Context: an optimization exercise on an open-source flow, tuned for small area and a short achievable clock period. The choices shown serve that exercise and are no tape-out recipe.
In this exercise RTL edits were held to simulation tests only and were not proved equivalent to the original.
Power figures rest on the tool's default switching activity, not on a simulated workload.

build 14:
// alu_top
module alu_top (
    input   CLK,rst,
    input   [3 : 0] ALU_FUNC,
    input   [15 : 0] A,
    input   [15 : 0] B,
    output  [31 : 0] Arith_OUT, Logic_OUT, CMP_OUT,Shift_OUT,
    output  Carry_OUT, Arith_Flag, Logic_Flag, CMP_Flag, Shift_Flag
);
==> flow/config.mk <==
export PLATFORM = sky130hd
export DESIGN_NAME = alu_top
export DESIGN_NICKNAME = alu_top
export VERILOG_FILES = /design/flow/design.v
export SDC_FILE = /design/flow/constraint.sdc
export NUM_CORES = 4
export LEC_CHECK = 0
export ABC_AREA = 0
export CAP_MARGIN = 20
export CORE_MARGIN = 2
export CORE_UTILIZATION = 40
export CTS_BUF_LIST = sky130_fd_sc_hd__clkbuf_4 sky130_fd_sc_hd__clkbuf_8
export SLEW_MARGIN = 20
export SYNTH_HIERARCHICAL = 1
export SYNTH_MINIMUM_KEEP_SIZE = 0
==> flow/constraint.sdc <==
create_clock -name core_clock -period 130.0 [get_ports {CLK}]
set_input_delay 26.0000 -clock core_clock [delete_from_list [all_inputs] [get_ports {CLK}]]
set_output_delay 26.0000 -clock core_clock [all_outputs]
set_load 0.01 [all_outputs]
standard.sh (not shown) runs the stock make flow with config.mk's settings and CLKGATE_MAP_FILE= SYNTH_SCRIPT=/design/flow/synth_recipe.tcl, a recipe that flattens the netlist after the stock synthesis.
==> flow/flow/run.sh <==
#!/bin/bash
# The standard layout with two changes:
# * synthesis maps the divider modules (Div_Unit, Div_Step_*) with flow/abc_div.script
#   and every other module with flow/abc_other.script (ORFS's area and speed ABC
#   scripts without their "buffer -c" step, whose buffers placement removes anyway).
#   Everything else in synthesis is the standard synthesis (synth_recipe.tcl).
# * the port buffers are the smallest buffer cell (sky130_fd_sc_hd__buf_1).
set -euo pipefail
HERE=$(pwd)
DIV="$HERE/flow/abc_div.script"
OTHER="$HERE/flow/abc_other.script"
# ORFS's synth.tcl with its one abc call split in two
sed "s|^  log_cmd abc {\*}\$abc_args\$|  log_cmd abc {*}[lreplace \$abc_args 1 1 $DIV] Div_Unit Div_Step_*\n  log_cmd abc {*}[lreplace \$abc_args 1 1 $OTHER]|" \
    "$FLOW_HOME/scripts/synth.tcl" > "$HERE/synth_mixed.tcl"
grep -q "abc_div.script\] Div_Unit" "$HERE/synth_mixed.tcl"
# The standard flow's synthesis script, sourcing that synth.tcl
sed "s|source \$::env(SCRIPTS_DIR)/synth.tcl|source $HERE/synth_mixed.tcl|" synth_recipe.tcl > "$HERE/mixed_synth.tcl"
grep -q "source $HERE/synth_mixed.tcl" "$HERE/mixed_synth.tcl"
# The standard layout command, with that synthesis script
sed "s|SYNTH_SCRIPT=[^ ]*|SYNTH_SCRIPT=$HERE/mixed_synth.tcl|" standard.sh > "$HERE/mixed_standard.sh"
grep -q "SYNTH_SCRIPT=$HERE/mixed_synth.tcl" "$HERE/mixed_standard.sh"
export BUFFER_PORTS_ARGS="-buffer_cell sky130_fd_sc_hd__buf_1"
bash "$HERE/mixed_standard.sh" > standard.log 2>&1
==> flow/flow/abc_div.script <==
strash
dch
map -B 0.9
topo
stime -c
upsize -c
dnsize -c
==> flow/flow/abc_other.script <==
&get -n
&st
&dch
&nf
&st
&syn2
&if -g -K 6
&synch2
&nf
&st
&syn2
&if -g -K 6
&synch2
&nf
&st
&syn2
&if -g -K 6
&synch2
&nf
&st
&syn2
&if -g -K 6
&synch2
&nf
&st
&syn2
&if -g -K 6
&synch2
&nf
&put
topo
stime -c
upsize -c
dnsize -c
Build 14: flow completed, timing, DRC and antenna clean
The inputs of build 15 differ from those of build 14 as listed below.
--- a/flow/flow/run.sh
+++ b/flow/flow/run.sh
@@ -7,0 +8,2 @@
+# * tie cells are not split per load (SKIP_REPAIR_TIE_FANOUT), so the constant
+#   outputs share their tie cells.
@@ -22,0 +25 @@
+export SKIP_REPAIR_TIE_FANOUT=1
--- a/flow/config.mk
+++ b/flow/config.mk
@@ -11 +11 @@
-export CORE_UTILIZATION = 40
+export CORE_UTILIZATION = 55
@@ -12,0 +13 @@
+export GPL_ROUTABILITY_DRIVEN = 0
### Flow results
The run showing the smaller signal arrival time at the worst endpoint is build 14. Route | build 15 vs build 14 | wire shorter in build 15. Diff build 14 -> build 15 | number of buffers and inverters on the critical path | decrease of 2. Build 15 finished all stages; the layout is clean. Looking at first-pass iteration count of the detailed router, build 15 sits below build 14. Diff build 14 and build 15: internal power summed over all cells lower in build 15. Looking at die area across both flows, build 15 is the stronger of the two, with build 14 trailing.
### build 15 -> build 3
--- a/flow/config.mk
+++ b/flow/config.mk
@@ -11 +11 @@
-export CORE_UTILIZATION = 55
+export CORE_UTILIZATION = 40
@@ -13 +12,0 @@
-export GPL_ROUTABILITY_DRIVEN = 0
## What came out
Looking at via count normalized by instance count across build 15 and build 3, the one that comes out higher is build 15.
For build 15, the worst-path cell with the longest stage delay was o21ai_0, unlike build 3, where it was o31ai_1.
Sum of buffers and inverters on the critical path, build 15 and build 3: larger value in build 3
On met2 track demand over resource in global routing, the higher figure sits with build 15, not build 3.
Looking at number of clock-tree buffers in the layout, build 3 sits 1 lower than build 15 does.
Build 3: share of cell area taken by multi-input logic gates is 0.91 points lower than what build 15 reported.
Build 3 vs. build 15: global-route wire length before repair went up by 430 um.
Changes in build 70 relative to build 3:
--- a/flow/flow/run.sh
+++ b/flow/flow/run.sh
@@ -2 +2 @@
-# The standard layout with two changes:
+# The standard layout with three changes:
@@ -5 +5,2 @@
-#   scripts without their "buffer -c" step, whose buffers placement removes anyway).
+#   scripts without their "buffer -c" step, whose buffers placement removes anyway;
+#   the other modules are not resized either).
--- a/flow/flow/abc_other.script
+++ b/flow/flow/abc_other.script
@@ -31,4 +30,0 @@
-topo
-stime -c
-upsize -c
-dnsize -c
--- a/flow/config.mk
+++ b/flow/config.mk
@@ -12 +12,3 @@
-export CTS_BUF_LIST = sky130_fd_sc_hd__clkbuf_4 sky130_fd_sc_hd__clkbuf_8
+export CTS_BUF_LIST = sky130_fd_sc_hd__clkbuf_8
+export CTS_CLUSTER_DIAMETER = 150
+export CTS_CLUSTER_SIZE = 30
--- outcome ---
The design area was comparable across build 70 and build 3. Summary — sum of met2 wire segment lengths after detailed routing, build 70 relative to build 3: lower, by about 1.3%. For build 70, the cell with the largest stage delay on the worst path was o21ai_0, unlike build 3, where it was o31ai_1. Between build 3 and build 70, the flow reports area of the core decreasing slightly. Sequential share of power of build 70 is on par with build 3.
diff inputs: build 70 => build 71
--- a/flow/config.mk
+++ b/flow/config.mk
@@ -12,3 +12 @@
-export CTS_BUF_LIST = sky130_fd_sc_hd__clkbuf_8
-export CTS_CLUSTER_DIAMETER = 150
-export CTS_CLUSTER_SIZE = 30
+export CTS_BUF_LIST = sky130_fd_sc_hd__clkbuf_4 sky130_fd_sc_hd__clkbuf_8
--- outcome ---
- Build 71 -> build 70: switching part of the total delta 0, exact match
- Re worst-case setup margin in the final layout: no difference whatsoever between build 71 and build 70.
- Per the comparison of build 71 with build 70, footprint of the multi-input gates saw little to no change; period utilization now sits at about the same level; routability congestion estimate from global placement saw little to no change.


## exp/tundra
Another version of the RTL of alu_top (not shown whole).
Size in the first run: about 170 I/O pins, ~17,000 um^2 of cells after synthesis.
==> flow/config.mk <==
export PLATFORM = sky130hd
export DESIGN_NAME = alu_top
export DESIGN_NICKNAME = alu_top
export VERILOG_FILES = /design/flow/design.v
export SDC_FILE = /design/flow/constraint.sdc
export NUM_CORES = 4
export LEC_CHECK = 0
export ABC_AREA = 0
export CAP_MARGIN = 20
export CORE_MARGIN = 2
export CORE_UTILIZATION = 40
export CTS_BUF_LIST = sky130_fd_sc_hd__clkbuf_4 sky130_fd_sc_hd__clkbuf_8
export SLEW_MARGIN = 20
export SYNTH_HIERARCHICAL = 1
export SYNTH_MINIMUM_KEEP_SIZE = 0
==> flow/constraint.sdc <==
create_clock -name core_clock -period 130.0 [get_ports {CLK}]
set_input_delay 26.0000 -clock core_clock [delete_from_list [all_inputs] [get_ports {CLK}]]
set_output_delay 26.0000 -clock core_clock [all_outputs]
set_load 0.01 [all_outputs]
==> flow/flow/run.sh <==
#!/bin/bash
# The standard layout with three changes:
# * synthesis maps the divider modules (Div_Unit, Div_Step_*) with flow/abc_div.script
#   and every other module with flow/abc_other.script (ORFS's area and speed ABC
#   scripts without their "buffer -c" step, whose buffers placement removes anyway;
#   the other modules are not resized either).
#   Everything else in synthesis is the standard synthesis (synth_recipe.tcl).
# * the port buffers are the smallest buffer cell (sky130_fd_sc_hd__buf_1).
# * tie cells are not split per load (SKIP_REPAIR_TIE_FANOUT), so the constant
#   outputs share their tie cells.
set -euo pipefail
HERE=$(pwd)
DIV="$HERE/flow/abc_div.script"
OTHER="$HERE/flow/abc_other.script"
# ORFS's synth.tcl with its one abc call split in two
sed "s|^  log_cmd abc {\*}\$abc_args\$|  log_cmd abc {*}[lreplace \$abc_args 1 1 $DIV] Div_Unit Div_Step_*\n  log_cmd abc {*}[lreplace \$abc_args 1 1 $OTHER]|" \
    "$FLOW_HOME/scripts/synth.tcl" > "$HERE/synth_mixed.tcl"
grep -q "abc_div.script\] Div_Unit" "$HERE/synth_mixed.tcl"
# The standard flow's synthesis script, sourcing that synth.tcl
sed "s|source \$::env(SCRIPTS_DIR)/synth.tcl|source $HERE/synth_mixed.tcl|" synth_recipe.tcl > "$HERE/mixed_synth.tcl"
grep -q "source $HERE/synth_mixed.tcl" "$HERE/mixed_synth.tcl"
# The standard layout command, with that synthesis script
sed "s|SYNTH_SCRIPT=[^ ]*|SYNTH_SCRIPT=$HERE/mixed_synth.tcl|" standard.sh > "$HERE/mixed_standard.sh"
grep -q "SYNTH_SCRIPT=$HERE/mixed_synth.tcl" "$HERE/mixed_standard.sh"
export BUFFER_PORTS_ARGS="-buffer_cell sky130_fd_sc_hd__buf_1"
export SKIP_REPAIR_TIE_FANOUT=1
bash "$HERE/mixed_standard.sh" > standard.log 2>&1
==> flow/flow/abc_other.script <==
&get -n
&st
&dch
&nf
&st
&syn2
&if -g -K 6
&synch2
&nf
&st
&syn2
&if -g -K 6
&synch2
&nf
&st
&syn2
&if -g -K 6
&synch2
&nf
&st
&syn2
&if -g -K 6
&synch2
&nf
&st
&syn2
&if -g -K 6
&synch2
&nf
&put
Scripts as last shown in full above: flow/flow/abc_div.script
Having completed the whole flow, exp/tundra delivered a layout that passed the timing, DRC and antenna checks.
## Diff of input files: exp/lagoon against exp/tundra
-- flow/flow/run.sh --
<<< exp/tundra, line 1
#!/bin/bash
# The standard layout with three changes:
# * synthesis maps the divider modules (Div_Unit, Div_Step_*) with flow/abc_div.script
>>> exp/lagoon, line 1
#!/bin/bash
# The standard layout with four changes:
# * synthesis maps the divider modules (Div_Unit, Div_Step_*) with flow/abc_div.script
<<< exp/tundra, line 10
#   outputs share their tie cells.
set -euo pipefail
>>> exp/lagoon, line 10
#   outputs share their tie cells.
# * floorplan's resize-only timing repair aims at more setup slack (see below).
set -euo pipefail
<<< exp/tundra, line 26
export SKIP_REPAIR_TIE_FANOUT=1
bash "$HERE/mixed_standard.sh" > standard.log 2>&1
>>> exp/lagoon, line 27
export SKIP_REPAIR_TIE_FANOUT=1
# Floorplan's timing repair only resizes gates and swaps pins (no buffering); ask it
# for more setup slack than the design has, so it sizes up the slowest paths.  The
# later steps run with the default margin.
SETUP_SLACK_MARGIN=${FLOORPLAN_SETUP_MARGIN:-93} bash "$HERE/mixed_standard.sh" synth floorplan > standard_floorplan.log 2>&1
bash "$HERE/mixed_standard.sh" > standard.log 2>&1
## What came out
In summary, exp/tundra completed successfully, with a layout that passed the timing, DRC and antenna checks.
exp/lagoon has completed all stages; timing, DRC and antenna checks passed.
Clock insertion delay at the later pin of the skew report: exp/lagoon higher than exp/tundra
Via count down 0.92% in exp/lagoon wrt exp/tundra
On exp/lagoon: cell internal power dissipation is 4.8% higher than what exp/tundra gave.
Side by side, instance area after placement turned out higher in exp/lagoon than in exp/tundra.
For exp/onyx, these inputs were changed with respect to exp/lagoon:
-- flow/flow/run.sh --
<<< exp/lagoon, line 30
# later steps run with the default margin.
SETUP_SLACK_MARGIN=${FLOORPLAN_SETUP_MARGIN:-93} bash "$HERE/mixed_standard.sh" synth floorplan > standard_floorplan.log 2>&1
bash "$HERE/mixed_standard.sh" > standard.log 2>&1
>>> exp/onyx, line 30
# later steps run with the default margin.
SETUP_SLACK_MARGIN=${FLOORPLAN_SETUP_MARGIN:-90} bash "$HERE/mixed_standard.sh" synth floorplan > standard_floorplan.log 2>&1
bash "$HERE/mixed_standard.sh" > standard.log 2>&1
Findings:
The flow did not stop early for exp/onyx: all stages ran, and the layout cleared the timing, DRC and antenna checks. Post-route cell area was lower in exp/onyx than in exp/lagoon. Side by side, clock-buffer cell count turned out higher in exp/onyx than in exp/lagoon. exp/lagoon -> exp/onyx: total wirelength of the detailed-routed design decreased slightly. exp/lagoon -> exp/onyx: critical path depth decreased by a few percent.


alu_top, a different RTL version from the one above (not shown whole).
Size: ~2,200 cells after synthesis, about 170 I/O pins, roughly 19,000 sq um of cells after synthesis.
Settings: LEC_CHECK=0, ABC_AREA=0, CAP_MARGIN=20, CORE_MARGIN=2, CORE_UTILIZATION=40, SLEW_MARGIN=20, SYNTH_HIERARCHICAL=1, SYNTH_MINIMUM_KEEP_SIZE=0; clock period 130.0 ns.
run.sh (not shown) runs the stock make flow with config.mk's settings and CLKGATE_MAP_FILE= SYNTH_SCRIPT=/design/flow/synth_recipe.tcl, a recipe that flattens the netlist after the stock synthesis.
Stock flow here: none of the scripts above is used.
The starting point finished with timing, DRC and antenna clean.
Then changed:
ABC_AREA = 1   (was 0)
CORE_UTILIZATION = 70   (was 40)
PLACE_DENSITY = 0.8   (was default)
After rerunning:
- power rose by 2.9%
- non-clock buffer count fell by 1
- synthesized cell count rose by 42%
- final cell count rose by about 24%
- design area rose by 2.2%


Setup of run 1:
Another version of the RTL of alu_top (not shown whole).
For scale: about 2,500 cells after synthesis, about 170 I/O pins, ~0.018 mm² of cells after synthesis.
Settings: LEC_CHECK=0, ABC_AREA=0, CAP_MARGIN=20, CORE_MARGIN=2, CORE_UTILIZATION=65, CTS_BUF_LIST=sky130_fd_sc_hd__clkbuf_4 sky130_fd_sc_hd__clkbuf_8, PLACE_DENSITY=0.75, SLEW_MARGIN=20, SYNTH_HIERARCHICAL=1, SYNTH_MINIMUM_KEEP_SIZE=0; clock period 130.0 ns.
standard.sh (not shown) runs the stock make flow with config.mk's settings and CLKGATE_MAP_FILE= SYNTH_SCRIPT=/design/flow/synth_recipe.tcl, a recipe that flattens the netlist after the stock synthesis.
==> flow/flow/run.sh <==
#!/bin/bash
# The standard layout with two changes:
# * synthesis maps the divider modules (Div_Unit, Div_Step_*) with flow/abc_div.script
#   and every other module with flow/abc_other.script (ORFS's area and speed ABC
#   scripts without their "buffer -c" step, whose buffers placement removes anyway).
#   Everything else in synthesis is the standard synthesis (synth_recipe.tcl).
# * the port buffers are the smallest buffer cell (sky130_fd_sc_hd__buf_1).
set -euo pipefail
HERE=$(pwd)
DIV="$HERE/flow/abc_div.script"
OTHER="$HERE/flow/abc_other.script"
# ORFS's synth.tcl with its one abc call split in two
sed "s|^  log_cmd abc {\*}\$abc_args\$|  log_cmd abc {*}[lreplace \$abc_args 1 1 $DIV] Div_Unit Div_Step_*\n  log_cmd abc {*}[lreplace \$abc_args 1 1 $OTHER]|" \
    "$FLOW_HOME/scripts/synth.tcl" > "$HERE/synth_mixed.tcl"
grep -q "abc_div.script\] Div_Unit" "$HERE/synth_mixed.tcl"
# The standard flow's synthesis script, sourcing that synth.tcl
sed "s|source \$::env(SCRIPTS_DIR)/synth.tcl|source $HERE/synth_mixed.tcl|" synth_recipe.tcl > "$HERE/mixed_synth.tcl"
grep -q "source $HERE/synth_mixed.tcl" "$HERE/mixed_synth.tcl"
# The standard layout command, with that synthesis script
sed "s|SYNTH_SCRIPT=[^ ]*|SYNTH_SCRIPT=$HERE/mixed_synth.tcl|" standard.sh > "$HERE/mixed_standard.sh"
grep -q "SYNTH_SCRIPT=$HERE/mixed_synth.tcl" "$HERE/mixed_standard.sh"
export BUFFER_PORTS_ARGS="-buffer_cell sky130_fd_sc_hd__buf_1"
bash "$HERE/mixed_standard.sh" > standard.log 2>&1
==> flow/flow/abc_other.script <==
&get -n
&st
&dch
&nf
&st
&syn2
&if -g -K 6
&synch2
&nf
&st
&syn2
&if -g -K 6
&synch2
&nf
&st
&syn2
&if -g -K 6
&synch2
&nf
&st
&syn2
&if -g -K 6
&synch2
&nf
&st
&syn2
&if -g -K 6
&synch2
&nf
&put
topo
stime -c
upsize -c
dnsize -c
Scripts as last shown in full above: flow/flow/abc_div.script
Every stage of the flow completed for run 1, and the final layout passed the timing, DRC and antenna checks.
--- input diff run 1..run 2 ---
- swapping 65 for 40 in CORE_UTILIZATION
- swapping 0 for 1 in ABC_AREA
- clearing CTS_BUF_LIST, which used to be sky130_fd_sc_hd__clkbuf_4 sky130_fd_sc_hd__clkbuf_8
- clearing PLACE_DENSITY, which used to be 0.75
==> flow/flow/run.sh <==
#!/bin/bash
# The standard layout, with the port buffers made of the smallest buffer
# cell (sky130_fd_sc_hd__buf_1), and timing repair asked to leave 88 ns of setup
# slack at the design's clock period, so that it sizes up the critical paths.
set -euo pipefail
export BUFFER_PORTS_ARGS="-buffer_cell sky130_fd_sc_hd__buf_1"
export SETUP_SLACK_MARGIN=88
bash standard.sh > standard.log 2>&1
removed: flow/flow/abc_div.script
removed: flow/flow/abc_other.script
Notes after the runs:
- Run 2 ends up with a setup slack at placement that is 730 ps lower than in run 1.
- Run 2 vs run 1 — number of cells on the critical path rose about 17%.
- Run 2 vs run 1: placer's final routability congestion estimate down slightly
- Sequential share of layout area, run 2 and run 1: smaller value in run 2
- Changes observed in run 2 relative to run 1: total power climbed 0.021 mW, share of power burned in the clock network climbed 0.4 points.
- From run 1 to run 2 the numbers moved as follows: global-route wire length before repair rose by 10%, post-layout minimum cycle time down 1190 ps.
Relative to run 2, the following input files were edited for run 3:
==> flow/flow/run.sh <==
#!/bin/bash
# The standard layout, with the port buffers made of the smallest buffer
# cell (sky130_fd_sc_hd__buf_1), and timing repair asked to leave 92 ns of setup
# slack at the design's clock period, so that it sizes up the critical paths.
set -euo pipefail
export BUFFER_PORTS_ARGS="-buffer_cell sky130_fd_sc_hd__buf_1"
export SETUP_SLACK_MARGIN=92
bash standard.sh > standard.log 2>&1
[summary]
Run 3 completed every stage of the flow, and the final layout passed the timing, DRC and antenna checks. Of run 2 and run 3, run 3 shows the higher combinational power share, with run 2 below it. Run 3 vs run 2, largest net degree at the start of global routing went up by about 1.6%. Layout filler cell count for run 3: 486 down relative to run 2. [compare] base=run 2 new=run 3: post-placement cell area climbed 360 µm²; wire length of the first global-routing pass climbed 14%. Summary of the comparison: power dissipated in combinational cells is higher in run 3, relative to run 2. Going from run 2 to run 3, the overall power consumption was found to have gone up by about 13%.
Input-level comparison between run 4 and run 3:
- swapping 1 for 0 in ABC_AREA
- putting CTS_BUF_LIST at sky130_fd_sc_hd__clkbuf_4 sky130_fd_sc_hd__clkbuf_8 where nothing was set
==> flow/flow/run.sh <==
#!/bin/bash
# The standard layout with two changes:
# * synthesis maps the divider modules (Div_Unit, Div_Step_*) with flow/abc_div.script
#   and every other module with flow/abc_other.script (ORFS's area and speed ABC
#   scripts without their "buffer -c" step, whose buffers placement removes anyway).
#   Everything else in synthesis is the standard synthesis (synth_recipe.tcl).
# * the port buffers are the smallest buffer cell (sky130_fd_sc_hd__buf_1).
set -euo pipefail
HERE=$(pwd)
DIV="$HERE/flow/abc_div.script"
OTHER="$HERE/flow/abc_other.script"
# ORFS's synth.tcl with its one abc call split in two
sed "s|^  log_cmd abc {\*}\$abc_args\$|  log_cmd abc {*}[lreplace \$abc_args 1 1 $DIV] Div_Unit Div_Step_*\n  log_cmd abc {*}[lreplace \$abc_args 1 1 $OTHER]|" \
    "$FLOW_HOME/scripts/synth.tcl" > "$HERE/synth_mixed.tcl"
grep -q "abc_div.script\] Div_Unit" "$HERE/synth_mixed.tcl"
# The standard flow's synthesis script, sourcing that synth.tcl
sed "s|source \$::env(SCRIPTS_DIR)/synth.tcl|source $HERE/synth_mixed.tcl|" synth_recipe.tcl > "$HERE/mixed_synth.tcl"
grep -q "source $HERE/synth_mixed.tcl" "$HERE/mixed_synth.tcl"
# The standard layout command, with that synthesis script
sed "s|SYNTH_SCRIPT=[^ ]*|SYNTH_SCRIPT=$HERE/mixed_synth.tcl|" standard.sh > "$HERE/mixed_standard.sh"
grep -q "SYNTH_SCRIPT=$HERE/mixed_synth.tcl" "$HERE/mixed_standard.sh"
export BUFFER_PORTS_ARGS="-buffer_cell sky130_fd_sc_hd__buf_1"
bash "$HERE/mixed_standard.sh" > standard.log 2>&1
==> flow/flow/abc_div.script (new file) <==
strash
dch
map -B 0.9
topo
stime -c
upsize -c
dnsize -c
==> flow/flow/abc_other.script (new file) <==
&get -n
&st
&dch
&nf
&st
&syn2
&if -g -K 6
&synch2
&nf
&st
&syn2
&if -g -K 6
&synch2
&nf
&st
&syn2
&if -g -K 6
&synch2
&nf
&st
&syn2
&if -g -K 6
&synch2
&nf
&st
&syn2
&if -g -K 6
&synch2
&nf
&put
topo
stime -c
upsize -c
dnsize -c
Notes after the runs:
Run 4: all stages complete, timing, DRC and antenna checks passed
Headroom to the max-slew limit, run 4 and run 3: lower on run 3
Worst setup path startpoint: B[1] -> run 3, B[8] -> run 4
Changes observed in run 4 relative to run 3: power shrank by 0.058 mW; average wire per cell in the routed design shrank by 7.9%; post-layout worst setup margin shrank by 1580 ps; average footprint of a synthesized cell grew by 0.53 µm²; final area shrank by 0.0057 mm².
diff inputs: run 4 => run 5
- clearing CTS_BUF_LIST, which used to be sky130_fd_sc_hd__clkbuf_4 sky130_fd_sc_hd__clkbuf_8
- swapping 0 for 1 in ABC_AREA
==> flow/flow/run.sh <==
#!/bin/bash
# The standard layout, with the port buffers made of the smallest buffer
# cell (sky130_fd_sc_hd__buf_1) instead of the one buffer_ports picks itself.
set -euo pipefail
export BUFFER_PORTS_ARGS="-buffer_cell sky130_fd_sc_hd__buf_1"
bash standard.sh > standard.log 2>&1
removed: flow/flow/abc_div.script
removed: flow/flow/abc_other.script
### Flow results
- Sequential power, run 4 and run 5: lower on run 5
- [run 5] post-route clock period utilization rose 0.58 points relative to run 4
- Run 5 reached the end of the flow, and the finished layout is clean on the timing, DRC and antenna checks.
- Against run 4, worst setup slack after layout in run 5 came out worse.
- Logic depth of the worst setup path including buffers for run 5 is higher than for run 4.
- Power density over cell area on run 5 is up relative to run 4.
- Run 4 → run 5: global routing usage on met1 higher, fraction of power consumed by the clock network went up by 1.6 points, relative contribution of combinational cells to total power lost 0.6 points.

-- re-timing with driven ports --
No port has a modelled driver above. Below, the same layouts with a new extraction and two added sets of constraints. Step 1: set_driving_cell puts a clkbuf_16 on CLK and a buf_2 on each other input, an assumption about the parent block. Step 2 moves the port delays by t, midway between the first and last clock arrival at a register: inputs arrive t later, outputs are due t later. That takes back most of the time a late clock gives input paths. Three values: no drivers, after step 1, after step 2; two values: the first two.
run | t, ns | setup slack, ns | worst data-port slew with drivers (ns)
build 14 | 0.422 | 87.865 / 87.882 / 87.460 | 0.04
build 15 | 0.423 | 87.666 / 87.682 / 87.259 | 0.03
build 3 | 0.418 | 87.711 / 87.729 / 87.311 | 0.04
build 70 | 0.426 | 87.796 / 87.811 / 87.385 | 0.03
build 71 | 0.426 | 87.796 / 87.811 / 87.385 | 0.03
exp/tundra | 0.413 | 87.506 / 87.522 / 87.109 | 0.04
exp/lagoon | 0.422 | 88.157 / 88.172 / 87.750 | 0.04
exp/onyx | 0.413 | 87.506 / 87.522 / 87.109 | 0.04
the first run of note 3 | 0.396 | 82.322 / 82.338 / 81.942 | 0.04
the second run of note 3 | 0.386 | 86.509 / 86.535 / 86.149 | 0.05
run 1 | 0.415 | 87.911 / 87.925 / 87.509 | 0.03
run 2 | 0.390 | 89.098 / 89.124 / 88.734 | 0.08
run 3 | 0.390 | 89.561 / 89.581 / 89.191 | 0.06
run 4 | 0.426 | 87.981 / 87.994 / 87.568 | 0.03
run 5 | 0.390 | 87.227 / 87.254 / 86.864 | 0.08
After both steps every run listed still meets setup and hold. For run 4, which loses most, drivers alone change the setup slack by +0.013 ns; drivers and shift together by -0.413 ns.
